Context: an optimization exercise on an open-source flow, tuned for small area and a short achievable clock period. The choices shown serve that exercise and are no tape-out recipe. In this exercise RTL edits were held to simulation tests only and were not proved equivalent to the original.

==> design/flow/design.v <==
module q6_inv (input a, output y);
    assign y = ~a;
endmodule
module q6_nand2 (input a, input b, output y);
    assign y = ~(a & b);
endmodule
module q6_nor2 (input a, input b, output y);
    assign y = ~(a | b);
endmodule
module q6_xor2 (input a, input b, output y);
    assign y = a ^ b;
endmodule
module q6_xnor2 (input a, input b, output y);
    assign y = ~(a ^ b);
endmodule
module q6_nor2b (input a, input bn, output y);
    assign y = ~(a | ~bn);
endmodule
module q6_o21ai (input a1, input a2, input b1, output y);
    assign y = ~((a1 | a2) & b1);
endmodule
module q6_a21oi (input a1, input a2, input b1, output y);
    assign y = ~((a1 & a2) | b1);
endmodule
module question_6(
    input clk,
    input rst,
    input signed [15:0] x,
    output reg signed [15:0] y
);
    reg signed [15:0] s1, s2, s3;
    wire [15:0] y_n, s1_n, s2_n;
    wire n1;
    q6_inv g1 (.a(x[0]), .y(n1));
    wire n2;
    q6_inv g2 (.a(x[1]), .y(n2));
    wire n3;
    q6_inv g3 (.a(x[2]), .y(n3));
    wire n4;
    q6_inv g4 (.a(x[3]), .y(n4));
    wire n5;
    q6_inv g5 (.a(x[4]), .y(n5));
    wire n6;
    q6_inv g6 (.a(x[5]), .y(n6));
    wire n7;
    q6_inv g7 (.a(x[6]), .y(n7));
    wire n8;
    q6_inv g8 (.a(x[7]), .y(n8));
    wire n9;
    q6_inv g9 (.a(x[8]), .y(n9));
    wire n10;
    q6_inv g10 (.a(x[9]), .y(n10));
    wire n11;
    q6_inv g11 (.a(x[10]), .y(n11));
    wire n12;
    q6_inv g12 (.a(x[11]), .y(n12));
    wire n13;
    q6_inv g13 (.a(x[12]), .y(n13));
    wire n14;
    q6_inv g14 (.a(x[13]), .y(n14));
    wire n15;
    q6_inv g15 (.a(x[14]), .y(n15));
    wire n16;
    q6_inv g16 (.a(x[15]), .y(n16));
    wire n17;
    q6_nand2 g17 (.a(x[0]), .b(s1[0]), .y(n17));
    wire n18;
    q6_nand2 g18 (.a(x[1]), .b(s1[1]), .y(n18));
    wire n19;
    q6_nand2 g19 (.a(x[2]), .b(s1[2]), .y(n19));
    wire n20;
    q6_nand2 g20 (.a(x[3]), .b(s1[3]), .y(n20));
    wire n21;
    q6_nand2 g21 (.a(x[4]), .b(s1[4]), .y(n21));
    wire n22;
    q6_nand2 g22 (.a(x[5]), .b(s1[5]), .y(n22));
    wire n23;
    q6_nand2 g23 (.a(x[6]), .b(s1[6]), .y(n23));
    wire n24;
    q6_nand2 g24 (.a(x[7]), .b(s1[7]), .y(n24));
    wire n25;
    q6_nand2 g25 (.a(x[8]), .b(s1[8]), .y(n25));
    wire n26;
    q6_nand2 g26 (.a(x[9]), .b(s1[9]), .y(n26));
    wire n27;
    q6_nand2 g27 (.a(x[10]), .b(s1[10]), .y(n27));
    wire n28;
    q6_nand2 g28 (.a(x[11]), .b(s1[11]), .y(n28));
    wire n29;
    q6_nand2 g29 (.a(x[12]), .b(s1[12]), .y(n29));
    wire n30;
    q6_nand2 g30 (.a(x[13]), .b(s1[13]), .y(n30));
    wire n31;
    q6_nand2 g31 (.a(x[14]), .b(s1[14]), .y(n31));
    wire n32;
    q6_nor2 g32 (.a(x[0]), .b(s1[0]), .y(n32));
    wire n33;
    q6_nor2 g33 (.a(x[1]), .b(s1[1]), .y(n33));
    wire n34;
    q6_nor2 g34 (.a(x[2]), .b(s1[2]), .y(n34));
    wire n35;
    q6_nor2 g35 (.a(x[3]), .b(s1[3]), .y(n35));
    wire n36;
    q6_nor2 g36 (.a(x[4]), .b(s1[4]), .y(n36));
    wire n37;
    q6_nor2 g37 (.a(x[5]), .b(s1[5]), .y(n37));
    wire n38;
    q6_nor2 g38 (.a(x[6]), .b(s1[6]), .y(n38));
    wire n39;
    q6_nor2 g39 (.a(x[7]), .b(s1[7]), .y(n39));
    wire n40;
    q6_nor2 g40 (.a(x[8]), .b(s1[8]), .y(n40));
    wire n41;
    q6_nor2 g41 (.a(x[9]), .b(s1[9]), .y(n41));
    wire n42;
    q6_nor2 g42 (.a(x[10]), .b(s1[10]), .y(n42));
    wire n43;
    q6_nor2 g43 (.a(x[11]), .b(s1[11]), .y(n43));
    wire n44;
    q6_nor2 g44 (.a(x[12]), .b(s1[12]), .y(n44));
    wire n45;
    q6_nor2 g45 (.a(x[13]), .b(s1[13]), .y(n45));
    wire n46;
    q6_nor2 g46 (.a(x[14]), .b(s1[14]), .y(n46));
    wire n47;
    q6_nor2b g47 (.a(n32), .bn(n17), .y(n47));
    wire n48;
    q6_nor2b g48 (.a(n33), .bn(n18), .y(n48));
    wire n49;
    q6_nor2b g49 (.a(n34), .bn(n19), .y(n49));
    wire n50;
    q6_nor2b g50 (.a(n35), .bn(n20), .y(n50));
    wire n51;
    q6_nor2b g51 (.a(n36), .bn(n21), .y(n51));
    wire n52;
    q6_nor2b g52 (.a(n37), .bn(n22), .y(n52));
    wire n53;
    q6_nor2b g53 (.a(n38), .bn(n23), .y(n53));
    wire n54;
    q6_nor2b g54 (.a(n39), .bn(n24), .y(n54));
    wire n55;
    q6_nor2b g55 (.a(n40), .bn(n25), .y(n55));
    wire n56;
    q6_nor2b g56 (.a(n41), .bn(n26), .y(n56));
    wire n57;
    q6_nor2b g57 (.a(n42), .bn(n27), .y(n57));
    wire n58;
    q6_nor2b g58 (.a(n43), .bn(n28), .y(n58));
    wire n59;
    q6_nor2b g59 (.a(n44), .bn(n29), .y(n59));
    wire n60;
    q6_nor2b g60 (.a(n45), .bn(n30), .y(n60));
    wire n61;
    q6_nor2b g61 (.a(n46), .bn(n31), .y(n61));
    wire n62;
    q6_xor2 g62 (.a(x[15]), .b(s1[15]), .y(n62));
    wire n63;
    q6_o21ai g63 (.a1(n33), .a2(n17), .b1(n18), .y(n63));
    wire n64;
    q6_o21ai g64 (.a1(n35), .a2(n19), .b1(n20), .y(n64));
    wire n65;
    q6_nor2 g65 (.a(n35), .b(n34), .y(n65));
    wire n66;
    q6_o21ai g66 (.a1(n37), .a2(n21), .b1(n22), .y(n66));
    wire n67;
    q6_nor2 g67 (.a(n37), .b(n36), .y(n67));
    wire n68;
    q6_o21ai g68 (.a1(n39), .a2(n23), .b1(n24), .y(n68));
    wire n69;
    q6_nor2 g69 (.a(n39), .b(n38), .y(n69));
    wire n70;
    q6_o21ai g70 (.a1(n41), .a2(n25), .b1(n26), .y(n70));
    wire n71;
    q6_nor2 g71 (.a(n41), .b(n40), .y(n71));
    wire n72;
    q6_o21ai g72 (.a1(n43), .a2(n27), .b1(n28), .y(n72));
    wire n73;
    q6_nor2 g73 (.a(n43), .b(n42), .y(n73));
    wire n74;
    q6_o21ai g74 (.a1(n45), .a2(n29), .b1(n30), .y(n74));
    wire n75;
    q6_nor2 g75 (.a(n45), .b(n44), .y(n75));
    wire n76;
    q6_inv g76 (.a(n19), .y(n76));
    wire n77;
    q6_inv g77 (.a(n34), .y(n77));
    wire n78;
    q6_a21oi g78 (.a1(n77), .a2(n63), .b1(n76), .y(n78));
    wire n79;
    q6_a21oi g79 (.a1(n65), .a2(n63), .b1(n64), .y(n79));
    wire n80;
    q6_inv g80 (.a(n23), .y(n80));
    wire n81;
    q6_inv g81 (.a(n38), .y(n81));
    wire n82;
    q6_a21oi g82 (.a1(n81), .a2(n66), .b1(n80), .y(n82));
    wire n83;
    q6_nand2 g83 (.a(n81), .b(n67), .y(n83));
    wire n84;
    q6_a21oi g84 (.a1(n69), .a2(n66), .b1(n68), .y(n84));
    wire n85;
    q6_nand2 g85 (.a(n69), .b(n67), .y(n85));
    wire n86;
    q6_inv g86 (.a(n27), .y(n86));
    wire n87;
    q6_inv g87 (.a(n42), .y(n87));
    wire n88;
    q6_a21oi g88 (.a1(n87), .a2(n70), .b1(n86), .y(n88));
    wire n89;
    q6_nand2 g89 (.a(n87), .b(n71), .y(n89));
    wire n90;
    q6_a21oi g90 (.a1(n73), .a2(n70), .b1(n72), .y(n90));
    wire n91;
    q6_nand2 g91 (.a(n73), .b(n71), .y(n91));
    wire n92;
    q6_inv g92 (.a(n31), .y(n92));
    wire n93;
    q6_inv g93 (.a(n46), .y(n93));
    wire n94;
    q6_a21oi g94 (.a1(n93), .a2(n74), .b1(n92), .y(n94));
    wire n95;
    q6_nand2 g95 (.a(n93), .b(n75), .y(n95));
    wire n96;
    q6_o21ai g96 (.a1(n36), .a2(n79), .b1(n21), .y(n96));
    wire n97;
    q6_inv g97 (.a(n66), .y(n97));
    wire n98;
    q6_inv g98 (.a(n67), .y(n98));
    wire n99;
    q6_o21ai g99 (.a1(n98), .a2(n79), .b1(n97), .y(n99));
    wire n100;
    q6_o21ai g100 (.a1(n83), .a2(n79), .b1(n82), .y(n100));
    wire n101;
    q6_o21ai g101 (.a1(n85), .a2(n79), .b1(n84), .y(n101));
    wire n102;
    q6_o21ai g102 (.a1(n44), .a2(n90), .b1(n29), .y(n102));
    wire n103;
    q6_nor2 g103 (.a(n44), .b(n91), .y(n103));
    wire n104;
    q6_inv g104 (.a(n74), .y(n104));
    wire n105;
    q6_inv g105 (.a(n75), .y(n105));
    wire n106;
    q6_o21ai g106 (.a1(n105), .a2(n90), .b1(n104), .y(n106));
    wire n107;
    q6_nor2 g107 (.a(n105), .b(n91), .y(n107));
    wire n108;
    q6_o21ai g108 (.a1(n95), .a2(n90), .b1(n94), .y(n108));
    wire n109;
    q6_nor2 g109 (.a(n95), .b(n91), .y(n109));
    wire n110;
    q6_inv g110 (.a(n25), .y(n110));
    wire n111;
    q6_inv g111 (.a(n40), .y(n111));
    wire n112;
    q6_a21oi g112 (.a1(n111), .a2(n101), .b1(n110), .y(n112));
    wire n113;
    q6_a21oi g113 (.a1(n71), .a2(n101), .b1(n70), .y(n113));
    wire n114;
    q6_inv g114 (.a(n88), .y(n114));
    wire n115;
    q6_inv g115 (.a(n89), .y(n115));
    wire n116;
    q6_a21oi g116 (.a1(n115), .a2(n101), .b1(n114), .y(n116));
    wire n117;
    q6_inv g117 (.a(n90), .y(n117));
    wire n118;
    q6_inv g118 (.a(n91), .y(n118));
    wire n119;
    q6_a21oi g119 (.a1(n118), .a2(n101), .b1(n117), .y(n119));
    wire n120;
    q6_a21oi g120 (.a1(n103), .a2(n101), .b1(n102), .y(n120));
    wire n121;
    q6_a21oi g121 (.a1(n107), .a2(n101), .b1(n106), .y(n121));
    wire n122;
    q6_a21oi g122 (.a1(n109), .a2(n101), .b1(n108), .y(n122));
    wire n123;
    q6_xnor2 g123 (.a(n48), .b(n17), .y(n123));
    wire n124;
    q6_xor2 g124 (.a(n49), .b(n63), .y(n124));
    wire n125;
    q6_xnor2 g125 (.a(n50), .b(n78), .y(n125));
    wire n126;
    q6_xnor2 g126 (.a(n51), .b(n79), .y(n126));
    wire n127;
    q6_xor2 g127 (.a(n52), .b(n96), .y(n127));
    wire n128;
    q6_xor2 g128 (.a(n53), .b(n99), .y(n128));
    wire n129;
    q6_xor2 g129 (.a(n54), .b(n100), .y(n129));
    wire n130;
    q6_xor2 g130 (.a(n55), .b(n101), .y(n130));
    wire n131;
    q6_xnor2 g131 (.a(n56), .b(n112), .y(n131));
    wire n132;
    q6_xnor2 g132 (.a(n57), .b(n113), .y(n132));
    wire n133;
    q6_xnor2 g133 (.a(n58), .b(n116), .y(n133));
    wire n134;
    q6_xnor2 g134 (.a(n59), .b(n119), .y(n134));
    wire n135;
    q6_xnor2 g135 (.a(n60), .b(n120), .y(n135));
    wire n136;
    q6_xnor2 g136 (.a(n61), .b(n121), .y(n136));
    wire n137;
    q6_xnor2 g137 (.a(n62), .b(n122), .y(n137));
    wire n138;
    q6_xnor2 g138 (.a(s2[0]), .b(y[1]), .y(n138));
    wire n139;
    q6_xor2 g139 (.a(n138), .b(x[0]), .y(n139));
    wire n140;
    q6_nand2 g140 (.a(s2[0]), .b(y[1]), .y(n140));
    wire n141;
    q6_nor2 g141 (.a(s2[0]), .b(y[1]), .y(n141));
    wire n142;
    q6_o21ai g142 (.a1(x[0]), .a2(n141), .b1(n140), .y(n142));
    wire n143;
    q6_xnor2 g143 (.a(s2[1]), .b(y[2]), .y(n143));
    wire n144;
    q6_xor2 g144 (.a(n143), .b(x[1]), .y(n144));
    wire n145;
    q6_nand2 g145 (.a(s2[1]), .b(y[2]), .y(n145));
    wire n146;
    q6_nor2 g146 (.a(s2[1]), .b(y[2]), .y(n146));
    wire n147;
    q6_o21ai g147 (.a1(x[1]), .a2(n146), .b1(n145), .y(n147));
    wire n148;
    q6_xnor2 g148 (.a(s2[2]), .b(y[3]), .y(n148));
    wire n149;
    q6_xor2 g149 (.a(n148), .b(x[2]), .y(n149));
    wire n150;
    q6_nand2 g150 (.a(s2[2]), .b(y[3]), .y(n150));
    wire n151;
    q6_nor2 g151 (.a(s2[2]), .b(y[3]), .y(n151));
    wire n152;
    q6_o21ai g152 (.a1(x[2]), .a2(n151), .b1(n150), .y(n152));
    wire n153;
    q6_xnor2 g153 (.a(s2[3]), .b(y[4]), .y(n153));
    wire n154;
    q6_xor2 g154 (.a(n153), .b(x[3]), .y(n154));
    wire n155;
    q6_nand2 g155 (.a(s2[3]), .b(y[4]), .y(n155));
    wire n156;
    q6_nor2 g156 (.a(s2[3]), .b(y[4]), .y(n156));
    wire n157;
    q6_o21ai g157 (.a1(x[3]), .a2(n156), .b1(n155), .y(n157));
    wire n158;
    q6_xnor2 g158 (.a(s2[4]), .b(y[5]), .y(n158));
    wire n159;
    q6_xor2 g159 (.a(n158), .b(x[4]), .y(n159));
    wire n160;
    q6_nand2 g160 (.a(s2[4]), .b(y[5]), .y(n160));
    wire n161;
    q6_nor2 g161 (.a(s2[4]), .b(y[5]), .y(n161));
    wire n162;
    q6_o21ai g162 (.a1(x[4]), .a2(n161), .b1(n160), .y(n162));
    wire n163;
    q6_xnor2 g163 (.a(s2[5]), .b(y[6]), .y(n163));
    wire n164;
    q6_xor2 g164 (.a(n163), .b(x[5]), .y(n164));
    wire n165;
    q6_nand2 g165 (.a(s2[5]), .b(y[6]), .y(n165));
    wire n166;
    q6_nor2 g166 (.a(s2[5]), .b(y[6]), .y(n166));
    wire n167;
    q6_o21ai g167 (.a1(x[5]), .a2(n166), .b1(n165), .y(n167));
    wire n168;
    q6_xnor2 g168 (.a(s2[6]), .b(y[7]), .y(n168));
    wire n169;
    q6_xor2 g169 (.a(n168), .b(x[6]), .y(n169));
    wire n170;
    q6_nand2 g170 (.a(s2[6]), .b(y[7]), .y(n170));
    wire n171;
    q6_nor2 g171 (.a(s2[6]), .b(y[7]), .y(n171));
    wire n172;
    q6_o21ai g172 (.a1(x[6]), .a2(n171), .b1(n170), .y(n172));
    wire n173;
    q6_xnor2 g173 (.a(s2[7]), .b(y[8]), .y(n173));
    wire n174;
    q6_xor2 g174 (.a(n173), .b(x[7]), .y(n174));
    wire n175;
    q6_nand2 g175 (.a(s2[7]), .b(y[8]), .y(n175));
    wire n176;
    q6_nor2 g176 (.a(s2[7]), .b(y[8]), .y(n176));
    wire n177;
    q6_o21ai g177 (.a1(x[7]), .a2(n176), .b1(n175), .y(n177));
    wire n178;
    q6_xnor2 g178 (.a(s2[8]), .b(y[9]), .y(n178));
    wire n179;
    q6_xor2 g179 (.a(n178), .b(x[8]), .y(n179));
    wire n180;
    q6_nand2 g180 (.a(s2[8]), .b(y[9]), .y(n180));
    wire n181;
    q6_nor2 g181 (.a(s2[8]), .b(y[9]), .y(n181));
    wire n182;
    q6_o21ai g182 (.a1(x[8]), .a2(n181), .b1(n180), .y(n182));
    wire n183;
    q6_xnor2 g183 (.a(s2[9]), .b(y[10]), .y(n183));
    wire n184;
    q6_xor2 g184 (.a(n183), .b(x[9]), .y(n184));
    wire n185;
    q6_nand2 g185 (.a(s2[9]), .b(y[10]), .y(n185));
    wire n186;
    q6_nor2 g186 (.a(s2[9]), .b(y[10]), .y(n186));
    wire n187;
    q6_o21ai g187 (.a1(x[9]), .a2(n186), .b1(n185), .y(n187));
    wire n188;
    q6_xnor2 g188 (.a(s2[10]), .b(y[11]), .y(n188));
    wire n189;
    q6_xor2 g189 (.a(n188), .b(x[10]), .y(n189));
    wire n190;
    q6_nand2 g190 (.a(s2[10]), .b(y[11]), .y(n190));
    wire n191;
    q6_nor2 g191 (.a(s2[10]), .b(y[11]), .y(n191));
    wire n192;
    q6_o21ai g192 (.a1(x[10]), .a2(n191), .b1(n190), .y(n192));
    wire n193;
    q6_xnor2 g193 (.a(s2[11]), .b(y[12]), .y(n193));
    wire n194;
    q6_xor2 g194 (.a(n193), .b(x[11]), .y(n194));
    wire n195;
    q6_nand2 g195 (.a(s2[11]), .b(y[12]), .y(n195));
    wire n196;
    q6_nor2 g196 (.a(s2[11]), .b(y[12]), .y(n196));
    wire n197;
    q6_o21ai g197 (.a1(x[11]), .a2(n196), .b1(n195), .y(n197));
    wire n198;
    q6_xnor2 g198 (.a(s2[12]), .b(y[13]), .y(n198));
    wire n199;
    q6_xor2 g199 (.a(n198), .b(x[12]), .y(n199));
    wire n200;
    q6_nand2 g200 (.a(s2[12]), .b(y[13]), .y(n200));
    wire n201;
    q6_nor2 g201 (.a(s2[12]), .b(y[13]), .y(n201));
    wire n202;
    q6_o21ai g202 (.a1(x[12]), .a2(n201), .b1(n200), .y(n202));
    wire n203;
    q6_xnor2 g203 (.a(s2[13]), .b(y[14]), .y(n203));
    wire n204;
    q6_xor2 g204 (.a(n203), .b(x[13]), .y(n204));
    wire n205;
    q6_nand2 g205 (.a(s2[13]), .b(y[14]), .y(n205));
    wire n206;
    q6_nor2 g206 (.a(s2[13]), .b(y[14]), .y(n206));
    wire n207;
    q6_o21ai g207 (.a1(x[13]), .a2(n206), .b1(n205), .y(n207));
    wire n208;
    q6_xnor2 g208 (.a(s2[14]), .b(y[15]), .y(n208));
    wire n209;
    q6_xor2 g209 (.a(n208), .b(x[14]), .y(n209));
    wire n210;
    q6_nand2 g210 (.a(s2[14]), .b(y[15]), .y(n210));
    wire n211;
    q6_nor2 g211 (.a(s2[14]), .b(y[15]), .y(n211));
    wire n212;
    q6_o21ai g212 (.a1(x[14]), .a2(n211), .b1(n210), .y(n212));
    wire n213;
    q6_xnor2 g213 (.a(s2[15]), .b(y[15]), .y(n213));
    wire n214;
    q6_xor2 g214 (.a(n213), .b(x[15]), .y(n214));
    wire n215;
    q6_inv g215 (.a(n139), .y(n215));
    wire n216;
    q6_nand2 g216 (.a(n144), .b(n142), .y(n216));
    wire n217;
    q6_nand2 g217 (.a(n149), .b(n147), .y(n217));
    wire n218;
    q6_nand2 g218 (.a(n154), .b(n152), .y(n218));
    wire n219;
    q6_nand2 g219 (.a(n159), .b(n157), .y(n219));
    wire n220;
    q6_nand2 g220 (.a(n164), .b(n162), .y(n220));
    wire n221;
    q6_nand2 g221 (.a(n169), .b(n167), .y(n221));
    wire n222;
    q6_nand2 g222 (.a(n174), .b(n172), .y(n222));
    wire n223;
    q6_nand2 g223 (.a(n179), .b(n177), .y(n223));
    wire n224;
    q6_nand2 g224 (.a(n184), .b(n182), .y(n224));
    wire n225;
    q6_nand2 g225 (.a(n189), .b(n187), .y(n225));
    wire n226;
    q6_nand2 g226 (.a(n194), .b(n192), .y(n226));
    wire n227;
    q6_nand2 g227 (.a(n199), .b(n197), .y(n227));
    wire n228;
    q6_nand2 g228 (.a(n204), .b(n202), .y(n228));
    wire n229;
    q6_nand2 g229 (.a(n209), .b(n207), .y(n229));
    wire n230;
    q6_nor2 g230 (.a(n144), .b(n142), .y(n230));
    wire n231;
    q6_nor2 g231 (.a(n149), .b(n147), .y(n231));
    wire n232;
    q6_nor2 g232 (.a(n154), .b(n152), .y(n232));
    wire n233;
    q6_nor2 g233 (.a(n159), .b(n157), .y(n233));
    wire n234;
    q6_nor2 g234 (.a(n164), .b(n162), .y(n234));
    wire n235;
    q6_nor2 g235 (.a(n169), .b(n167), .y(n235));
    wire n236;
    q6_nor2 g236 (.a(n174), .b(n172), .y(n236));
    wire n237;
    q6_nor2 g237 (.a(n179), .b(n177), .y(n237));
    wire n238;
    q6_nor2 g238 (.a(n184), .b(n182), .y(n238));
    wire n239;
    q6_nor2 g239 (.a(n189), .b(n187), .y(n239));
    wire n240;
    q6_nor2 g240 (.a(n194), .b(n192), .y(n240));
    wire n241;
    q6_nor2 g241 (.a(n199), .b(n197), .y(n241));
    wire n242;
    q6_nor2 g242 (.a(n204), .b(n202), .y(n242));
    wire n243;
    q6_nor2 g243 (.a(n209), .b(n207), .y(n243));
    wire n244;
    q6_nor2b g244 (.a(n230), .bn(n216), .y(n244));
    wire n245;
    q6_nor2b g245 (.a(n231), .bn(n217), .y(n245));
    wire n246;
    q6_nor2b g246 (.a(n232), .bn(n218), .y(n246));
    wire n247;
    q6_nor2b g247 (.a(n233), .bn(n219), .y(n247));
    wire n248;
    q6_nor2b g248 (.a(n234), .bn(n220), .y(n248));
    wire n249;
    q6_nor2b g249 (.a(n235), .bn(n221), .y(n249));
    wire n250;
    q6_nor2b g250 (.a(n236), .bn(n222), .y(n250));
    wire n251;
    q6_nor2b g251 (.a(n237), .bn(n223), .y(n251));
    wire n252;
    q6_nor2b g252 (.a(n238), .bn(n224), .y(n252));
    wire n253;
    q6_nor2b g253 (.a(n239), .bn(n225), .y(n253));
    wire n254;
    q6_nor2b g254 (.a(n240), .bn(n226), .y(n254));
    wire n255;
    q6_nor2b g255 (.a(n241), .bn(n227), .y(n255));
    wire n256;
    q6_nor2b g256 (.a(n242), .bn(n228), .y(n256));
    wire n257;
    q6_nor2b g257 (.a(n243), .bn(n229), .y(n257));
    wire n258;
    q6_xor2 g258 (.a(n214), .b(n212), .y(n258));
    wire n259;
    q6_inv g259 (.a(n216), .y(n259));
    wire n260;
    q6_inv g260 (.a(n230), .y(n260));
    wire n261;
    q6_a21oi g261 (.a1(n260), .a2(n139), .b1(n259), .y(n261));
    wire n262;
    q6_o21ai g262 (.a1(n232), .a2(n217), .b1(n218), .y(n262));
    wire n263;
    q6_nor2 g263 (.a(n232), .b(n231), .y(n263));
    wire n264;
    q6_o21ai g264 (.a1(n234), .a2(n219), .b1(n220), .y(n264));
    wire n265;
    q6_nor2 g265 (.a(n234), .b(n233), .y(n265));
    wire n266;
    q6_o21ai g266 (.a1(n236), .a2(n221), .b1(n222), .y(n266));
    wire n267;
    q6_nor2 g267 (.a(n236), .b(n235), .y(n267));
    wire n268;
    q6_o21ai g268 (.a1(n238), .a2(n223), .b1(n224), .y(n268));
    wire n269;
    q6_nor2 g269 (.a(n238), .b(n237), .y(n269));
    wire n270;
    q6_o21ai g270 (.a1(n240), .a2(n225), .b1(n226), .y(n270));
    wire n271;
    q6_nor2 g271 (.a(n240), .b(n239), .y(n271));
    wire n272;
    q6_o21ai g272 (.a1(n242), .a2(n227), .b1(n228), .y(n272));
    wire n273;
    q6_nor2 g273 (.a(n242), .b(n241), .y(n273));
    wire n274;
    q6_o21ai g274 (.a1(n231), .a2(n261), .b1(n217), .y(n274));
    wire n275;
    q6_inv g275 (.a(n262), .y(n275));
    wire n276;
    q6_inv g276 (.a(n263), .y(n276));
    wire n277;
    q6_o21ai g277 (.a1(n276), .a2(n261), .b1(n275), .y(n277));
    wire n278;
    q6_inv g278 (.a(n221), .y(n278));
    wire n279;
    q6_inv g279 (.a(n235), .y(n279));
    wire n280;
    q6_a21oi g280 (.a1(n279), .a2(n264), .b1(n278), .y(n280));
    wire n281;
    q6_nand2 g281 (.a(n279), .b(n265), .y(n281));
    wire n282;
    q6_a21oi g282 (.a1(n267), .a2(n264), .b1(n266), .y(n282));
    wire n283;
    q6_nand2 g283 (.a(n267), .b(n265), .y(n283));
    wire n284;
    q6_inv g284 (.a(n225), .y(n284));
    wire n285;
    q6_inv g285 (.a(n239), .y(n285));
    wire n286;
    q6_a21oi g286 (.a1(n285), .a2(n268), .b1(n284), .y(n286));
    wire n287;
    q6_nand2 g287 (.a(n285), .b(n269), .y(n287));
    wire n288;
    q6_a21oi g288 (.a1(n271), .a2(n268), .b1(n270), .y(n288));
    wire n289;
    q6_nand2 g289 (.a(n271), .b(n269), .y(n289));
    wire n290;
    q6_inv g290 (.a(n229), .y(n290));
    wire n291;
    q6_inv g291 (.a(n243), .y(n291));
    wire n292;
    q6_a21oi g292 (.a1(n291), .a2(n272), .b1(n290), .y(n292));
    wire n293;
    q6_nand2 g293 (.a(n291), .b(n273), .y(n293));
    wire n294;
    q6_inv g294 (.a(n219), .y(n294));
    wire n295;
    q6_inv g295 (.a(n233), .y(n295));
    wire n296;
    q6_a21oi g296 (.a1(n295), .a2(n277), .b1(n294), .y(n296));
    wire n297;
    q6_a21oi g297 (.a1(n265), .a2(n277), .b1(n264), .y(n297));
    wire n298;
    q6_inv g298 (.a(n280), .y(n298));
    wire n299;
    q6_inv g299 (.a(n281), .y(n299));
    wire n300;
    q6_a21oi g300 (.a1(n299), .a2(n277), .b1(n298), .y(n300));
    wire n301;
    q6_inv g301 (.a(n282), .y(n301));
    wire n302;
    q6_inv g302 (.a(n283), .y(n302));
    wire n303;
    q6_a21oi g303 (.a1(n302), .a2(n277), .b1(n301), .y(n303));
    wire n304;
    q6_o21ai g304 (.a1(n241), .a2(n288), .b1(n227), .y(n304));
    wire n305;
    q6_nor2 g305 (.a(n241), .b(n289), .y(n305));
    wire n306;
    q6_inv g306 (.a(n272), .y(n306));
    wire n307;
    q6_inv g307 (.a(n273), .y(n307));
    wire n308;
    q6_o21ai g308 (.a1(n307), .a2(n288), .b1(n306), .y(n308));
    wire n309;
    q6_nor2 g309 (.a(n307), .b(n289), .y(n309));
    wire n310;
    q6_o21ai g310 (.a1(n293), .a2(n288), .b1(n292), .y(n310));
    wire n311;
    q6_nor2 g311 (.a(n293), .b(n289), .y(n311));
    wire n312;
    q6_o21ai g312 (.a1(n237), .a2(n303), .b1(n223), .y(n312));
    wire n313;
    q6_inv g313 (.a(n268), .y(n313));
    wire n314;
    q6_inv g314 (.a(n269), .y(n314));
    wire n315;
    q6_o21ai g315 (.a1(n314), .a2(n303), .b1(n313), .y(n315));
    wire n316;
    q6_o21ai g316 (.a1(n287), .a2(n303), .b1(n286), .y(n316));
    wire n317;
    q6_o21ai g317 (.a1(n289), .a2(n303), .b1(n288), .y(n317));
    wire n318;
    q6_inv g318 (.a(n304), .y(n318));
    wire n319;
    q6_inv g319 (.a(n305), .y(n319));
    wire n320;
    q6_o21ai g320 (.a1(n319), .a2(n303), .b1(n318), .y(n320));
    wire n321;
    q6_inv g321 (.a(n308), .y(n321));
    wire n322;
    q6_inv g322 (.a(n309), .y(n322));
    wire n323;
    q6_o21ai g323 (.a1(n322), .a2(n303), .b1(n321), .y(n323));
    wire n324;
    q6_inv g324 (.a(n310), .y(n324));
    wire n325;
    q6_inv g325 (.a(n311), .y(n325));
    wire n326;
    q6_o21ai g326 (.a1(n325), .a2(n303), .b1(n324), .y(n326));
    wire n327;
    q6_xor2 g327 (.a(n244), .b(n139), .y(n327));
    wire n328;
    q6_xnor2 g328 (.a(n245), .b(n261), .y(n328));
    wire n329;
    q6_xor2 g329 (.a(n246), .b(n274), .y(n329));
    wire n330;
    q6_xor2 g330 (.a(n247), .b(n277), .y(n330));
    wire n331;
    q6_xnor2 g331 (.a(n248), .b(n296), .y(n331));
    wire n332;
    q6_xnor2 g332 (.a(n249), .b(n297), .y(n332));
    wire n333;
    q6_xnor2 g333 (.a(n250), .b(n300), .y(n333));
    wire n334;
    q6_xnor2 g334 (.a(n251), .b(n303), .y(n334));
    wire n335;
    q6_xor2 g335 (.a(n252), .b(n312), .y(n335));
    wire n336;
    q6_xor2 g336 (.a(n253), .b(n315), .y(n336));
    wire n337;
    q6_xor2 g337 (.a(n254), .b(n316), .y(n337));
    wire n338;
    q6_xor2 g338 (.a(n255), .b(n317), .y(n338));
    wire n339;
    q6_xor2 g339 (.a(n256), .b(n320), .y(n339));
    wire n340;
    q6_xor2 g340 (.a(n257), .b(n323), .y(n340));
    wire n341;
    q6_xor2 g341 (.a(n258), .b(n326), .y(n341));
    wire n342;
    q6_xnor2 g342 (.a(s3[0]), .b(y[2]), .y(n342));
    wire n343;
    q6_xnor2 g343 (.a(n342), .b(x[0]), .y(n343));
    wire n344;
    q6_nand2 g344 (.a(s3[0]), .b(y[2]), .y(n344));
    wire n345;
    q6_nor2 g345 (.a(s3[0]), .b(y[2]), .y(n345));
    wire n346;
    q6_o21ai g346 (.a1(n1), .a2(n345), .b1(n344), .y(n346));
    wire n347;
    q6_xnor2 g347 (.a(s3[1]), .b(y[3]), .y(n347));
    wire n348;
    q6_xnor2 g348 (.a(n347), .b(x[1]), .y(n348));
    wire n349;
    q6_nand2 g349 (.a(s3[1]), .b(y[3]), .y(n349));
    wire n350;
    q6_nor2 g350 (.a(s3[1]), .b(y[3]), .y(n350));
    wire n351;
    q6_o21ai g351 (.a1(n2), .a2(n350), .b1(n349), .y(n351));
    wire n352;
    q6_xnor2 g352 (.a(s3[2]), .b(y[4]), .y(n352));
    wire n353;
    q6_xnor2 g353 (.a(n352), .b(x[2]), .y(n353));
    wire n354;
    q6_nand2 g354 (.a(s3[2]), .b(y[4]), .y(n354));
    wire n355;
    q6_nor2 g355 (.a(s3[2]), .b(y[4]), .y(n355));
    wire n356;
    q6_o21ai g356 (.a1(n3), .a2(n355), .b1(n354), .y(n356));
    wire n357;
    q6_xnor2 g357 (.a(s3[3]), .b(y[5]), .y(n357));
    wire n358;
    q6_xnor2 g358 (.a(n357), .b(x[3]), .y(n358));
    wire n359;
    q6_nand2 g359 (.a(s3[3]), .b(y[5]), .y(n359));
    wire n360;
    q6_nor2 g360 (.a(s3[3]), .b(y[5]), .y(n360));
    wire n361;
    q6_o21ai g361 (.a1(n4), .a2(n360), .b1(n359), .y(n361));
    wire n362;
    q6_xnor2 g362 (.a(s3[4]), .b(y[6]), .y(n362));
    wire n363;
    q6_xnor2 g363 (.a(n362), .b(x[4]), .y(n363));
    wire n364;
    q6_nand2 g364 (.a(s3[4]), .b(y[6]), .y(n364));
    wire n365;
    q6_nor2 g365 (.a(s3[4]), .b(y[6]), .y(n365));
    wire n366;
    q6_o21ai g366 (.a1(n5), .a2(n365), .b1(n364), .y(n366));
    wire n367;
    q6_xnor2 g367 (.a(s3[5]), .b(y[7]), .y(n367));
    wire n368;
    q6_xnor2 g368 (.a(n367), .b(x[5]), .y(n368));
    wire n369;
    q6_nand2 g369 (.a(s3[5]), .b(y[7]), .y(n369));
    wire n370;
    q6_nor2 g370 (.a(s3[5]), .b(y[7]), .y(n370));
    wire n371;
    q6_o21ai g371 (.a1(n6), .a2(n370), .b1(n369), .y(n371));
    wire n372;
    q6_xnor2 g372 (.a(s3[6]), .b(y[8]), .y(n372));
    wire n373;
    q6_xnor2 g373 (.a(n372), .b(x[6]), .y(n373));
    wire n374;
    q6_nand2 g374 (.a(s3[6]), .b(y[8]), .y(n374));
    wire n375;
    q6_nor2 g375 (.a(s3[6]), .b(y[8]), .y(n375));
    wire n376;
    q6_o21ai g376 (.a1(n7), .a2(n375), .b1(n374), .y(n376));
    wire n377;
    q6_xnor2 g377 (.a(s3[7]), .b(y[9]), .y(n377));
    wire n378;
    q6_xnor2 g378 (.a(n377), .b(x[7]), .y(n378));
    wire n379;
    q6_nand2 g379 (.a(s3[7]), .b(y[9]), .y(n379));
    wire n380;
    q6_nor2 g380 (.a(s3[7]), .b(y[9]), .y(n380));
    wire n381;
    q6_o21ai g381 (.a1(n8), .a2(n380), .b1(n379), .y(n381));
    wire n382;
    q6_xnor2 g382 (.a(s3[8]), .b(y[10]), .y(n382));
    wire n383;
    q6_xnor2 g383 (.a(n382), .b(x[8]), .y(n383));
    wire n384;
    q6_nand2 g384 (.a(s3[8]), .b(y[10]), .y(n384));
    wire n385;
    q6_nor2 g385 (.a(s3[8]), .b(y[10]), .y(n385));
    wire n386;
    q6_o21ai g386 (.a1(n9), .a2(n385), .b1(n384), .y(n386));
    wire n387;
    q6_xnor2 g387 (.a(s3[9]), .b(y[11]), .y(n387));
    wire n388;
    q6_xnor2 g388 (.a(n387), .b(x[9]), .y(n388));
    wire n389;
    q6_nand2 g389 (.a(s3[9]), .b(y[11]), .y(n389));
    wire n390;
    q6_nor2 g390 (.a(s3[9]), .b(y[11]), .y(n390));
    wire n391;
    q6_o21ai g391 (.a1(n10), .a2(n390), .b1(n389), .y(n391));
    wire n392;
    q6_xnor2 g392 (.a(s3[10]), .b(y[12]), .y(n392));
    wire n393;
    q6_xnor2 g393 (.a(n392), .b(x[10]), .y(n393));
    wire n394;
    q6_nand2 g394 (.a(s3[10]), .b(y[12]), .y(n394));
    wire n395;
    q6_nor2 g395 (.a(s3[10]), .b(y[12]), .y(n395));
    wire n396;
    q6_o21ai g396 (.a1(n11), .a2(n395), .b1(n394), .y(n396));
    wire n397;
    q6_xnor2 g397 (.a(s3[11]), .b(y[13]), .y(n397));
    wire n398;
    q6_xnor2 g398 (.a(n397), .b(x[11]), .y(n398));
    wire n399;
    q6_nand2 g399 (.a(s3[11]), .b(y[13]), .y(n399));
    wire n400;
    q6_nor2 g400 (.a(s3[11]), .b(y[13]), .y(n400));
    wire n401;
    q6_o21ai g401 (.a1(n12), .a2(n400), .b1(n399), .y(n401));
    wire n402;
    q6_xnor2 g402 (.a(s3[12]), .b(y[14]), .y(n402));
    wire n403;
    q6_xnor2 g403 (.a(n402), .b(x[12]), .y(n403));
    wire n404;
    q6_nand2 g404 (.a(s3[12]), .b(y[14]), .y(n404));
    wire n405;
    q6_nor2 g405 (.a(s3[12]), .b(y[14]), .y(n405));
    wire n406;
    q6_o21ai g406 (.a1(n13), .a2(n405), .b1(n404), .y(n406));
    wire n407;
    q6_xnor2 g407 (.a(s3[13]), .b(y[15]), .y(n407));
    wire n408;
    q6_xnor2 g408 (.a(n407), .b(x[13]), .y(n408));
    wire n409;
    q6_nand2 g409 (.a(s3[13]), .b(y[15]), .y(n409));
    wire n410;
    q6_nor2 g410 (.a(s3[13]), .b(y[15]), .y(n410));
    wire n411;
    q6_o21ai g411 (.a1(n14), .a2(n410), .b1(n409), .y(n411));
    wire n412;
    q6_xnor2 g412 (.a(s3[14]), .b(y[15]), .y(n412));
    wire n413;
    q6_xnor2 g413 (.a(n412), .b(x[14]), .y(n413));
    wire n414;
    q6_nand2 g414 (.a(s3[14]), .b(y[15]), .y(n414));
    wire n415;
    q6_nor2 g415 (.a(s3[14]), .b(y[15]), .y(n415));
    wire n416;
    q6_o21ai g416 (.a1(n15), .a2(n415), .b1(n414), .y(n416));
    wire n417;
    q6_xnor2 g417 (.a(s3[15]), .b(y[15]), .y(n417));
    wire n418;
    q6_xnor2 g418 (.a(n417), .b(x[15]), .y(n418));
    wire n419;
    q6_nand2 g419 (.a(n348), .b(n346), .y(n419));
    wire n420;
    q6_nand2 g420 (.a(n353), .b(n351), .y(n420));
    wire n421;
    q6_nand2 g421 (.a(n358), .b(n356), .y(n421));
    wire n422;
    q6_nand2 g422 (.a(n363), .b(n361), .y(n422));
    wire n423;
    q6_nand2 g423 (.a(n368), .b(n366), .y(n423));
    wire n424;
    q6_nand2 g424 (.a(n373), .b(n371), .y(n424));
    wire n425;
    q6_nand2 g425 (.a(n378), .b(n376), .y(n425));
    wire n426;
    q6_nand2 g426 (.a(n383), .b(n381), .y(n426));
    wire n427;
    q6_nand2 g427 (.a(n388), .b(n386), .y(n427));
    wire n428;
    q6_nand2 g428 (.a(n393), .b(n391), .y(n428));
    wire n429;
    q6_nand2 g429 (.a(n398), .b(n396), .y(n429));
    wire n430;
    q6_nand2 g430 (.a(n403), .b(n401), .y(n430));
    wire n431;
    q6_nand2 g431 (.a(n408), .b(n406), .y(n431));
    wire n432;
    q6_nand2 g432 (.a(n413), .b(n411), .y(n432));
    wire n433;
    q6_nor2 g433 (.a(n348), .b(n346), .y(n433));
    wire n434;
    q6_nor2 g434 (.a(n353), .b(n351), .y(n434));
    wire n435;
    q6_nor2 g435 (.a(n358), .b(n356), .y(n435));
    wire n436;
    q6_nor2 g436 (.a(n363), .b(n361), .y(n436));
    wire n437;
    q6_nor2 g437 (.a(n368), .b(n366), .y(n437));
    wire n438;
    q6_nor2 g438 (.a(n373), .b(n371), .y(n438));
    wire n439;
    q6_nor2 g439 (.a(n378), .b(n376), .y(n439));
    wire n440;
    q6_nor2 g440 (.a(n383), .b(n381), .y(n440));
    wire n441;
    q6_nor2 g441 (.a(n388), .b(n386), .y(n441));
    wire n442;
    q6_nor2 g442 (.a(n393), .b(n391), .y(n442));
    wire n443;
    q6_nor2 g443 (.a(n398), .b(n396), .y(n443));
    wire n444;
    q6_nor2 g444 (.a(n403), .b(n401), .y(n444));
    wire n445;
    q6_nor2 g445 (.a(n408), .b(n406), .y(n445));
    wire n446;
    q6_nor2 g446 (.a(n413), .b(n411), .y(n446));
    wire n447;
    q6_nor2b g447 (.a(n433), .bn(n419), .y(n447));
    wire n448;
    q6_nor2b g448 (.a(n434), .bn(n420), .y(n448));
    wire n449;
    q6_nor2b g449 (.a(n435), .bn(n421), .y(n449));
    wire n450;
    q6_nor2b g450 (.a(n436), .bn(n422), .y(n450));
    wire n451;
    q6_nor2b g451 (.a(n437), .bn(n423), .y(n451));
    wire n452;
    q6_nor2b g452 (.a(n438), .bn(n424), .y(n452));
    wire n453;
    q6_nor2b g453 (.a(n439), .bn(n425), .y(n453));
    wire n454;
    q6_nor2b g454 (.a(n440), .bn(n426), .y(n454));
    wire n455;
    q6_nor2b g455 (.a(n441), .bn(n427), .y(n455));
    wire n456;
    q6_nor2b g456 (.a(n442), .bn(n428), .y(n456));
    wire n457;
    q6_nor2b g457 (.a(n443), .bn(n429), .y(n457));
    wire n458;
    q6_nor2b g458 (.a(n444), .bn(n430), .y(n458));
    wire n459;
    q6_nor2b g459 (.a(n445), .bn(n431), .y(n459));
    wire n460;
    q6_nor2b g460 (.a(n446), .bn(n432), .y(n460));
    wire n461;
    q6_xor2 g461 (.a(n418), .b(n416), .y(n461));
    wire n462;
    q6_o21ai g462 (.a1(n434), .a2(n419), .b1(n420), .y(n462));
    wire n463;
    q6_o21ai g463 (.a1(n436), .a2(n421), .b1(n422), .y(n463));
    wire n464;
    q6_nor2 g464 (.a(n436), .b(n435), .y(n464));
    wire n465;
    q6_o21ai g465 (.a1(n438), .a2(n423), .b1(n424), .y(n465));
    wire n466;
    q6_nor2 g466 (.a(n438), .b(n437), .y(n466));
    wire n467;
    q6_o21ai g467 (.a1(n440), .a2(n425), .b1(n426), .y(n467));
    wire n468;
    q6_nor2 g468 (.a(n440), .b(n439), .y(n468));
    wire n469;
    q6_o21ai g469 (.a1(n442), .a2(n427), .b1(n428), .y(n469));
    wire n470;
    q6_nor2 g470 (.a(n442), .b(n441), .y(n470));
    wire n471;
    q6_o21ai g471 (.a1(n444), .a2(n429), .b1(n430), .y(n471));
    wire n472;
    q6_nor2 g472 (.a(n444), .b(n443), .y(n472));
    wire n473;
    q6_o21ai g473 (.a1(n446), .a2(n431), .b1(n432), .y(n473));
    wire n474;
    q6_nor2 g474 (.a(n446), .b(n445), .y(n474));
    wire n475;
    q6_inv g475 (.a(n421), .y(n475));
    wire n476;
    q6_inv g476 (.a(n435), .y(n476));
    wire n477;
    q6_a21oi g477 (.a1(n476), .a2(n462), .b1(n475), .y(n477));
    wire n478;
    q6_a21oi g478 (.a1(n464), .a2(n462), .b1(n463), .y(n478));
    wire n479;
    q6_inv g479 (.a(n425), .y(n479));
    wire n480;
    q6_inv g480 (.a(n439), .y(n480));
    wire n481;
    q6_a21oi g481 (.a1(n480), .a2(n465), .b1(n479), .y(n481));
    wire n482;
    q6_nand2 g482 (.a(n480), .b(n466), .y(n482));
    wire n483;
    q6_a21oi g483 (.a1(n468), .a2(n465), .b1(n467), .y(n483));
    wire n484;
    q6_nand2 g484 (.a(n468), .b(n466), .y(n484));
    wire n485;
    q6_inv g485 (.a(n429), .y(n485));
    wire n486;
    q6_inv g486 (.a(n443), .y(n486));
    wire n487;
    q6_a21oi g487 (.a1(n486), .a2(n469), .b1(n485), .y(n487));
    wire n488;
    q6_nand2 g488 (.a(n486), .b(n470), .y(n488));
    wire n489;
    q6_a21oi g489 (.a1(n472), .a2(n469), .b1(n471), .y(n489));
    wire n490;
    q6_nand2 g490 (.a(n472), .b(n470), .y(n490));
    wire n491;
    q6_o21ai g491 (.a1(n437), .a2(n478), .b1(n423), .y(n491));
    wire n492;
    q6_inv g492 (.a(n465), .y(n492));
    wire n493;
    q6_inv g493 (.a(n466), .y(n493));
    wire n494;
    q6_o21ai g494 (.a1(n493), .a2(n478), .b1(n492), .y(n494));
    wire n495;
    q6_o21ai g495 (.a1(n482), .a2(n478), .b1(n481), .y(n495));
    wire n496;
    q6_o21ai g496 (.a1(n484), .a2(n478), .b1(n483), .y(n496));
    wire n497;
    q6_o21ai g497 (.a1(n445), .a2(n489), .b1(n431), .y(n497));
    wire n498;
    q6_nor2 g498 (.a(n445), .b(n490), .y(n498));
    wire n499;
    q6_inv g499 (.a(n473), .y(n499));
    wire n500;
    q6_inv g500 (.a(n474), .y(n500));
    wire n501;
    q6_o21ai g501 (.a1(n500), .a2(n489), .b1(n499), .y(n501));
    wire n502;
    q6_nor2 g502 (.a(n500), .b(n490), .y(n502));
    wire n503;
    q6_inv g503 (.a(n427), .y(n503));
    wire n504;
    q6_inv g504 (.a(n441), .y(n504));
    wire n505;
    q6_a21oi g505 (.a1(n504), .a2(n496), .b1(n503), .y(n505));
    wire n506;
    q6_a21oi g506 (.a1(n470), .a2(n496), .b1(n469), .y(n506));
    wire n507;
    q6_inv g507 (.a(n487), .y(n507));
    wire n508;
    q6_inv g508 (.a(n488), .y(n508));
    wire n509;
    q6_a21oi g509 (.a1(n508), .a2(n496), .b1(n507), .y(n509));
    wire n510;
    q6_inv g510 (.a(n489), .y(n510));
    wire n511;
    q6_inv g511 (.a(n490), .y(n511));
    wire n512;
    q6_a21oi g512 (.a1(n511), .a2(n496), .b1(n510), .y(n512));
    wire n513;
    q6_a21oi g513 (.a1(n498), .a2(n496), .b1(n497), .y(n513));
    wire n514;
    q6_a21oi g514 (.a1(n502), .a2(n496), .b1(n501), .y(n514));
    wire n515;
    q6_xnor2 g515 (.a(n448), .b(n419), .y(n515));
    wire n516;
    q6_xor2 g516 (.a(n449), .b(n462), .y(n516));
    wire n517;
    q6_xnor2 g517 (.a(n450), .b(n477), .y(n517));
    wire n518;
    q6_xnor2 g518 (.a(n451), .b(n478), .y(n518));
    wire n519;
    q6_xor2 g519 (.a(n452), .b(n491), .y(n519));
    wire n520;
    q6_xor2 g520 (.a(n453), .b(n494), .y(n520));
    wire n521;
    q6_xor2 g521 (.a(n454), .b(n495), .y(n521));
    wire n522;
    q6_xor2 g522 (.a(n455), .b(n496), .y(n522));
    wire n523;
    q6_xnor2 g523 (.a(n456), .b(n505), .y(n523));
    wire n524;
    q6_xnor2 g524 (.a(n457), .b(n506), .y(n524));
    wire n525;
    q6_xnor2 g525 (.a(n458), .b(n509), .y(n525));
    wire n526;
    q6_xnor2 g526 (.a(n459), .b(n512), .y(n526));
    wire n527;
    q6_xnor2 g527 (.a(n460), .b(n513), .y(n527));
    wire n528;
    q6_xnor2 g528 (.a(n461), .b(n514), .y(n528));
    assign y_n[0] = n47;
    assign s1_n[0] = n215;
    assign s2_n[0] = n343;
    assign y_n[1] = n123;
    assign s1_n[1] = n327;
    assign s2_n[1] = n447;
    assign y_n[2] = n124;
    assign s1_n[2] = n328;
    assign s2_n[2] = n515;
    assign y_n[3] = n125;
    assign s1_n[3] = n329;
    assign s2_n[3] = n516;
    assign y_n[4] = n126;
    assign s1_n[4] = n330;
    assign s2_n[4] = n517;
    assign y_n[5] = n127;
    assign s1_n[5] = n331;
    assign s2_n[5] = n518;
    assign y_n[6] = n128;
    assign s1_n[6] = n332;
    assign s2_n[6] = n519;
    assign y_n[7] = n129;
    assign s1_n[7] = n333;
    assign s2_n[7] = n520;
    assign y_n[8] = n130;
    assign s1_n[8] = n334;
    assign s2_n[8] = n521;
    assign y_n[9] = n131;
    assign s1_n[9] = n335;
    assign s2_n[9] = n522;
    assign y_n[10] = n132;
    assign s1_n[10] = n336;
    assign s2_n[10] = n523;
    assign y_n[11] = n133;
    assign s1_n[11] = n337;
    assign s2_n[11] = n524;
    assign y_n[12] = n134;
    assign s1_n[12] = n338;
    assign s2_n[12] = n525;
    assign y_n[13] = n135;
    assign s1_n[13] = n339;
    assign s2_n[13] = n526;
    assign y_n[14] = n136;
    assign s1_n[14] = n340;
    assign s2_n[14] = n527;
    assign y_n[15] = n137;
    assign s1_n[15] = n341;
    assign s2_n[15] = n528;
    always @(posedge clk or posedge rst) begin
        if (rst) begin
            s1 <= 16'sd0;
            s2 <= 16'sd0;
            s3 <= 16'sd0;
            y  <= 16'sd0;
        end else begin
            y  <= y_n;
            s1 <= s1_n;
            s2 <= s2_n;
            s3 <= y;
        end
    end
endmodule
==> design/flow/flow/run.sh <==
#!/bin/bash
set -euo pipefail
W=$(pwd)
R=$W/orfs/results/$FLOW_PLATFORM/question_6/base
LIB=$FLOW_HOME/platforms/$FLOW_PLATFORM/lib/sky130_fd_sc_hd__tt_025C_1v80.lib

bash standard.sh synth > $W/log_1_standard_synth.txt 2>&1
cp $R/1_2_yosys.v $W/standard_synth.v

WORK=$W LIB_FILE=$LIB yosys -c flow/synth_map.tcl > $W/log_2_own_synth_yosys.txt 2>&1

# the registers must be those of the standard synthesis: same names, same cells
regs() { grep -oE 'sky130_fd_sc_hd__df[a-z0-9_]+ +[^ ]+' "$1" | sed -E 's/_[0-9]+ / /' | sort; }
regs $W/standard_synth.v > $W/regs_standard.txt
regs $W/own_synth.v > $W/regs_own.txt
if ! cmp -s $W/regs_standard.txt $W/regs_own.txt; then
  echo "registers differ from the standard synthesis" >&2
  diff $W/regs_standard.txt $W/regs_own.txt >&2 || true
  exit 1
fi

cp $W/own_synth.v $R/1_2_yosys.v
rm -f $R/1_synth.odb $R/1_synth.sdc

export BUFFER_PORTS_ARGS="-buffer_cell sky130_fd_sc_hd__buf_2"
export CTS_ARGS="-sink_clustering_enable -repair_clock_nets -buf_list sky130_fd_sc_hd__clkbuf_4 -root_buf sky130_fd_sc_hd__clkbuf_8 -sink_clustering_size 16 -dont_use_dummy_load"
bash standard.sh finish > $W/log_3_standard_layout.txt 2>&1
==> design/flow/flow/q6_cells.v <==
// One-to-one mapping of the design's q6_* gate modules onto library cells.
module q6_inv (input a, output y);
    sky130_fd_sc_hd__inv_1 _TECHMAP_REPLACE_ (.A(a), .Y(y));
endmodule
module q6_nand2 (input a, input b, output y);
    sky130_fd_sc_hd__nand2_1 _TECHMAP_REPLACE_ (.A(a), .B(b), .Y(y));
endmodule
module q6_nor2 (input a, input b, output y);
    sky130_fd_sc_hd__nor2_1 _TECHMAP_REPLACE_ (.A(a), .B(b), .Y(y));
endmodule
module q6_xor2 (input a, input b, output y);
    sky130_fd_sc_hd__xor2_1 _TECHMAP_REPLACE_ (.A(a), .B(b), .X(y));
endmodule
module q6_xnor2 (input a, input b, output y);
    sky130_fd_sc_hd__xnor2_1 _TECHMAP_REPLACE_ (.A(a), .B(b), .Y(y));
endmodule
module q6_nor2b (input a, input bn, output y);
    sky130_fd_sc_hd__nor2b_1 _TECHMAP_REPLACE_ (.A(a), .B_N(bn), .Y(y));
endmodule
module q6_o21ai (input a1, input a2, input b1, output y);
    sky130_fd_sc_hd__o21ai_1 _TECHMAP_REPLACE_ (.A1(a1), .A2(a2), .B1(b1), .Y(y));
endmodule
module q6_a21oi (input a1, input a2, input b1, output y);
    sky130_fd_sc_hd__a21oi_1 _TECHMAP_REPLACE_ (.A1(a1), .A2(a2), .B1(b1), .Y(y));
endmodule
// the reset inverter that the flip-flop mapping adds
module \$_NOT_ (input A, output Y);
    sky130_fd_sc_hd__inv_1 _TECHMAP_REPLACE_ (.A(A), .Y(Y));
endmodule
==> design/flow/flow/synth_map.tcl <==
# Own synthesis: the design's q6_* gate modules are mapped one to one onto
# library cells (flow/q6_cells.v); the registers are mapped and named as the
# standard synthesis does (<register>[<bit>]$_DFF_PP0_ on the same cell).
yosys -import
set lib $::env(LIB_FILE)
set top $::env(FLOW_TOP)
read_liberty -lib $lib
read_verilog -defer -sv $::env(FLOW_DESIGN)
hierarchy -check -top $top
yosys proc
opt_clean
techmap -map $::env(WORK)/flow/q6_cells.v
techmap
opt -fast
yosys rename -wire $top/t:\$_DFF*
dfflibmap -liberty $lib
opt -fast
techmap -map $::env(WORK)/flow/q6_cells.v
opt_clean -purge
hierarchy -top $top
check -assert -mapped
tee -o $::env(WORK)/own_synth.stat stat -liberty $lib
write_verilog -noattr -nohex -nodec $::env(WORK)/own_synth.v
==> design/flow/standard.sh <==
#!/bin/bash
# synth_recipe.tcl (not shown) runs the flow's synth.tcl, then flattens the netlist and writes it again
# the make line also repeats each setting of config.mk as NAME=value (left out here)
make -C /OpenROAD-flow-scripts/flow DESIGN_CONFIG=/design/flow/config.mk WORK_HOME=/design/flow/orfs CLKGATE_MAP_FILE= SYNTH_SCRIPT=/design/flow/synth_recipe.tcl "${@:-finish}"
==> design/flow/config.mk <==
export PLATFORM = sky130hd
export DESIGN_NAME = question_6
export DESIGN_NICKNAME = question_6
export VERILOG_FILES = /design/flow/design.v
export SDC_FILE = /design/flow/constraint.sdc
export NUM_CORES = 4
export LEC_CHECK = 0
export CAP_MARGIN = 20
export CORE_MARGIN = 2
export CORE_UTILIZATION = 40
export SETUP_SLACK_MARGIN = 2.8
export SLEW_MARGIN = 20
export TNS_END_PERCENT = 100
==> design/flow/constraint.sdc <==
create_clock -name core_clock -period 5.0 [get_ports {clk}]
set_input_delay 1.0000 -clock core_clock [delete_from_list [all_inputs] [get_ports {clk}]]
set_output_delay 1.0000 -clock core_clock [all_outputs]
set_load 0.01 [all_outputs]
==> results of run 1 <==
per-stage QoR:
| stage | instances | util, % | worst slack [ns] | hold WS, ns |
|---|---|---|---|---|
| after floorplan | 592 | - | 2.79 | 0.416 |
| after global placement | 766 | 44.4 | 2.29 | 0.356 |
| after detailed placement | 766 | 44.4 | 2.26 | 0.366 |
| after CTS | 780 | 46.4 | 2.78 | 0.380 |
| after global routing | 793 | 49.6 | 2.73 | 0.390 |
| final | 793 | 49.6 | 2.79 | 0.379 |
area by class of cell:
class | instances | area share [%]
multi-input combinational | 451 | 52.4
sequential | 64 | 30.1
timing repair buffer | 52 | 6.43
inverter | 77 | 5.49
tap | 140 | 3.29
clock buffer | 9 | 2.32
layer usage:
layer | vias to the layer above | global-route usage, %
met3 | 12 | 3.41
li1 | 1944 | -
met1 | 1755 | 20.2
met5 | - | 0
met2 | 45 | 31.1
met4 | 0 | 4.67
state kept, by name, indices dropped and copies added, names as in the netlist:
name	count
s1	16
s2	16
s3	16
y	16
timing repair:
| action | 4_1_cts | 5_1_grt |
|---|---|---|
| endpoints found under the setup margin | 23 | 22 |
| buffers inserted | 5 | 13 |
| gates resized for setup | 10 | 48 |
| pin swaps | 7 | 16 |
| endpoints found under the hold margin | 0 | 0 |
critical path, cell delays in order:
cell                       delay (ns)
sky130_fd_sc_hd__clkbuf_4        0.16
sky130_fd_sc_hd__xor2_2          0.16
sky130_fd_sc_hd__nor2_1          0.16
sky130_fd_sc_hd__inv_1           0.10
sky130_fd_sc_hd__a21oi_4         0.17
sky130_fd_sc_hd__o21ai_4         0.12
sky130_fd_sc_hd__a21oi_4         0.16
sky130_fd_sc_hd__buf_12          0.14
sky130_fd_sc_hd__o21ai_1         0.07
sky130_fd_sc_hd__xor2_1          0.17
how the worst min path moves through the flow:
stage | start | to | slack [ns]
3_5_place_dp | y[0] | s3[0] | 0.37
3_3_place_gp | y[0] | s3[0] | 0.36
6_report | y[0] | s3[0] | 0.38
5_1_grt | y[0] | s3[0] | 0.39
4_1_cts | y[0] | s3[0] | 0.38
2_1_floorplan | y[0] | s3[0] | 0.42
==> results.json, run 1 <==
{
  "status": "timing/DRC/antenna clean",
  "half_perimeter_wire_length_after_placement_um": 6900,
  "dieHeight_um": 109,
  "layout.nets": 673,
  "drive_above_1_share_pct": 17.9,
  "tritoncts_num_sinks": 64,
  "core-area_mm2": 0.0107,
  "rr_endpoint": "s1[14]",
  "cts.path.max_buffers": 2,
  "worstMarginPinSlew_ns": 0.603,
  "row_count": 38,
  "clock_slew_seen_by_the_registers_of_the_worst_setup_and_hold_paths_ns": 0.07,
  "gp_congestion": 0.786,
  "layout.cells.most_common": "sky130_fd_sc_hd__nor2_1",
  "vias": 3756,
  "hold_path_class": "reg -> reg",
  "grt_start_max_net_pins": 39,
  "drv.max_cap_violation_count": 0,
  "setup-tns-final_ns": 0,
  "port-buffer-count": 33,
  "cts_hold_repair.buffers": 0,
  "crit_fanout": 8,
  "area.growth.synth_to_final_pct": 21.5,
  "final.fill_count": 1084,
  "groute.usage.overall_pct": 17.0,
  "worst_skew_pair.late_latency_ns": 0.34,
  "final_min_period_over_clock_period_pct": 44.2,
  "timing.max_slew.rel_slack_pct": 59.7,
  "crit_end": "s1[14]",
  "layout.cells.most_common_list": "sky130_fd_sc_hd__nor2_1, sky130_fd_sc_hd__nand2_1, sky130_fd_sc_hd__inv_1",
  "grt-ovfl-total": 0,
  "tritoncts": "done",
  "vias_per_std_cell": 4.74,
  "starting_utilization_of_the_core_area_pct": 40.8,
  "routed.top_layer": "met4",
  "drc_errors_left": 0,
  "wire_length_of_the_first_global_routing_pass_um": 15600,
  "final-seq-area_mm2": 0.00160,
  "final_hold_viol_count": 0,
  "crit-reg2reg-launch": "y[2]",
  "insertedDiodeCount": 0,
  "routed-wl-met3_um": 234,
  "firstDrtPassIters": 4,
  "die-width_um": 109,
  "rsz_0062_raised_after_global_routing": "no",
  "routed_wire_length_per_instance_um": 12.2,
  "final_max_slew_viol_count": 0,
  "path_class": "in -> reg",
  "period_needed_ns": 2.21,
  "finalWirelength_um": 9680,
  "ios": 34,
  "syn_avg_cell_area_um2": 7.41,
  "total_area_of_multi_input_combinational_cells_mm2": 0.00279,
  "cp-end-kind": "flip-flop",
  "cp_data_arrival_time_ns": 2.41,
  "wl_met2_um": 5060,
  "fmaxAchievable_mhz": 452,
  "timing.critical_path.from": "x[1]",
  "cts_root_buf": "sky130_fd_sc_hd__clkbuf_8",
  "timing.critical_path.required_ns": 5.20,
  "wl_met1_um": 4280,
  "netlist_area_mm2": 0.00439,
  "finalClockSkew_ns": 0.0228,
  "setup.reg_to_reg.worst_slack_ns": 2.86,
  "netlist_instances": 592,
  "placement.cell_area_mm2": 0.00477,
  "hold-path-cell-count": 0,
  "syn_nets": 610,
  "depth_of_the_cts_h_tree": 3,
  "rr_worst_depth": 10,
  "drtIter0Drc": 133,
  "cp-start-kind": "input port",
  "grt_antenna_before_repair": 0,
  "vias_in_the_first_global_route": 3521,
  "synth.yosys.warnings": 1,
  "setup_viol": 0,
  "stdcell_area_mm2": 0.00533,
  "cts_buffers": 9,
  "final_antenna_net_count": 0,
  "die-area_mm2": 0.0118
}
==> inputs of run 2 (changes only) <==
--- a/design/flow/config.mk
+++ b/design/flow/config.mk
@@ -8,6 +8,6 @@
 export CAP_MARGIN = 20
 export CORE_MARGIN = 2
 export CORE_UTILIZATION = 40
-export SETUP_SLACK_MARGIN = 2.8
+export SETUP_SLACK_MARGIN = 2.7
 export SLEW_MARGIN = 20
 export TNS_END_PERCENT = 100
==> run 2 against run 1 <==
Against the previous run: still clean; clock skew down 0.0082 ns; critical endpoint is now y[15]; die area unchanged; via count down 3.6%.
==> results.json, run 2 <==
{
  "drtIter0Drc": 185,
  "routed_wire_length_per_instance_um": 11.6,
  "die-width_um": 109,
  "layout.cells.most_common": "sky130_fd_sc_hd__nor2_1",
  "insertedDiodeCount": 0,
  "final_max_slew_viol_count": 0,
  "wire_length_of_the_first_global_routing_pass_um": 15300,
  "synth.yosys.warnings": 1,
  "groute.usage.overall_pct": 16.8,
  "clock_slew_seen_by_the_registers_of_the_worst_setup_and_hold_paths_ns": 0.07,
  "status": "timing/DRC/antenna clean",
  "drc_errors_left": 0,
  "cp_slowest_cell": "sky130_fd_sc_hd__dfrtp_1",
  "netlist_instances": 592,
  "total_area_of_multi_input_combinational_cells_mm2": 0.00259,
  "dieHeight_um": 109,
  "fmaxAchievable_mhz": 455,
  "critical-path-top-delay-family": "flip-flops",
  "cts_buffers": 9,
  "vias_per_std_cell": 4.65,
  "final_antenna_net_count": 0,
  "rr_worst_depth": 8,
  "path_class": "reg -> out",
  "layout.nets": 658,
  "tritoncts_num_sinks": 64,
  "critical_path.max_stage_delay_ns": 0.64,
  "hold_path_class": "reg -> reg",
  "ios": 34,
  "area.growth.synth_to_final_pct": 13.5,
  "cp-end-kind": "primary output",
  "worstMarginPinSlew_ns": 0.666,
  "setup-tns-final_ns": 0,
  "setup_viol": 0,
  "gp_congestion": 0.783,
  "syn_nets": 610,
  "core-area_mm2": 0.0107,
  "netlist_area_mm2": 0.00439,
  "vias": 3619,
  "cp_data_arrival_time_ns": 1.20,
  "row_count": 38,
  "finalWirelength_um": 9030,
  "final_hold_viol_count": 0,
  "period_needed_ns": 2.20,
  "drive_above_1_share_pct": 9.09,
  "depth_of_the_cts_h_tree": 3,
  "tritoncts": "done",
  "crit_cells": 1,
  "crit_end": "y[15]",
  "final-seq-area_mm2": 0.00160,
  "cts_hold_repair.buffers": 0,
  "grt-ovfl-total": 0,
  "half_perimeter_wire_length_after_placement_um": 6740,
  "die-area_mm2": 0.0118,
  "drv.max_cap_violation_count": 0,
  "worst_skew_pair.late_latency_ns": 0.34,
  "port-buffer-count": 33,
  "worstPathBufferInverterCount": 1,
  "crit_path_cell_trace": "buf_2",
  "crit_fanout": 13,
  "finalClockSkew_ns": 0.0146,
  "vias_in_the_first_global_route": 3375,
  "cts_root_buf": "sky130_fd_sc_hd__clkbuf_8",
  "crit-reg2reg-launch": "y[3]",
  "firstDrtPassIters": 4,
  "grt_start_max_net_pins": 51,
  "final.fill_count": 1099,
  "timing.max_slew.rel_slack_pct": 55.6,
  "starting_utilization_of_the_core_area_pct": 40.8,
  "timing.critical_path.required_ns": 4.00,
  "rr_endpoint": "s2[9]",
  "layout.cells.most_common_list": "sky130_fd_sc_hd__nor2_1, sky130_fd_sc_hd__nand2_1, sky130_fd_sc_hd__inv_1",
  "syn_avg_cell_area_um2": 7.41,
  "final_min_period_over_clock_period_pct": 44.0,
  "rsz_0062_raised_after_global_routing": "no",
  "grt_antenna_before_repair": 0,
  "timing.critical_path.from": "y[15]",
  "cts.path.max_buffers": 2,
  "cp-start-kind": "flip-flop",
  "setup.reg_to_reg.worst_slack_ns": 2.95
}
==> run 2: area by class of cell <==
type | count | share of cell area [%]
sequential | 64 | 32.2
timing repair buffer | 37 | 3.92
tap | 140 | 3.52
clock buffer | 9 | 2.49
inverter | 77 | 5.88
multi-input combinational | 451 | 52.0
==> run 2: timing repair <==
| action | 4_1_cts | 5_1_grt |
|---|---|---|
| pin swaps | 0 | 4 |
| buffers inserted | 0 | 3 |
| gates resized for setup | 4 | 10 |
| endpoints found under the setup margin | 22 | 20 |
==> run 2: how the worst min path moves through the flow <==
stage,slack [ns],endpoint,cells after the start,startpoint
after floorplan,0.42,s3[0],0,y[0]
after global placement,0.36,s3[0],0,y[0]
after detailed placement,0.37,s3[0],0,y[0]
after CTS,0.38,s3[0],0,y[0]
after global routing,0.39,s3[0],0,y[0]
final,0.37,s3[0],0,y[0]
==> run 2: routing by layer <==
layer	track usage [%]	vias up	wire, um
met4	5.49	0	122
met2	27.7	38	4150
met5	0	-	0
met3	3.77	11	243
met1	21.7	1645	4510
li1	-	1925	-
==> run 2: stage by stage <==
stage	hold slack [ns]	cell area (um^2)	std cells	worst slack [ns]	utilization, %
after floorplan	0.416	4400	592	2.72	-
after global placement	0.356	4750	766	2.20	44.2
after detailed placement	0.369	4750	766	2.16	44.2
after CTS	0.377	4900	775	2.70	45.6
after global routing	0.394	4980	778	2.70	46.3
final	0.372	4980	778	2.80	46.3

[what the ideal ports hide]
The results above use ideal ports. As a check the final layouts listed here were re-extracted and re-timed, cells and wires unchanged. Step 1, drivers: a clkbuf_16 drives clk and a buf_2 each remaining input, both assumed. Step 2 moves the port delays by t, midway between the first and last clock arrival at a register: inputs arrive t later, outputs are due t later. That takes back most of the time a late clock gives input paths. Three values: ideal ports, drivers, drivers and shift; two values: the first two.
| run | t, ns | setup slack, ns | worst hold slack (ns) | clock arrival spread, ns |
|---|---|---|---|---|
| run 1 | 0.361 | 2.789 / 2.799 / 2.438 | 0.379 / 0.379 / 0.379 | 0.023 / 0.022 |
| run 2 | 0.368 | 2.801 / 2.770 / 2.468 | 0.372 / 0.372 / 0.372 | 0.014 / 0.015 |
After both steps setup and hold are still met in every run listed. For run 1, which loses most, drivers alone change the setup slack by +0.010 ns; drivers and shift together by -0.351 ns.
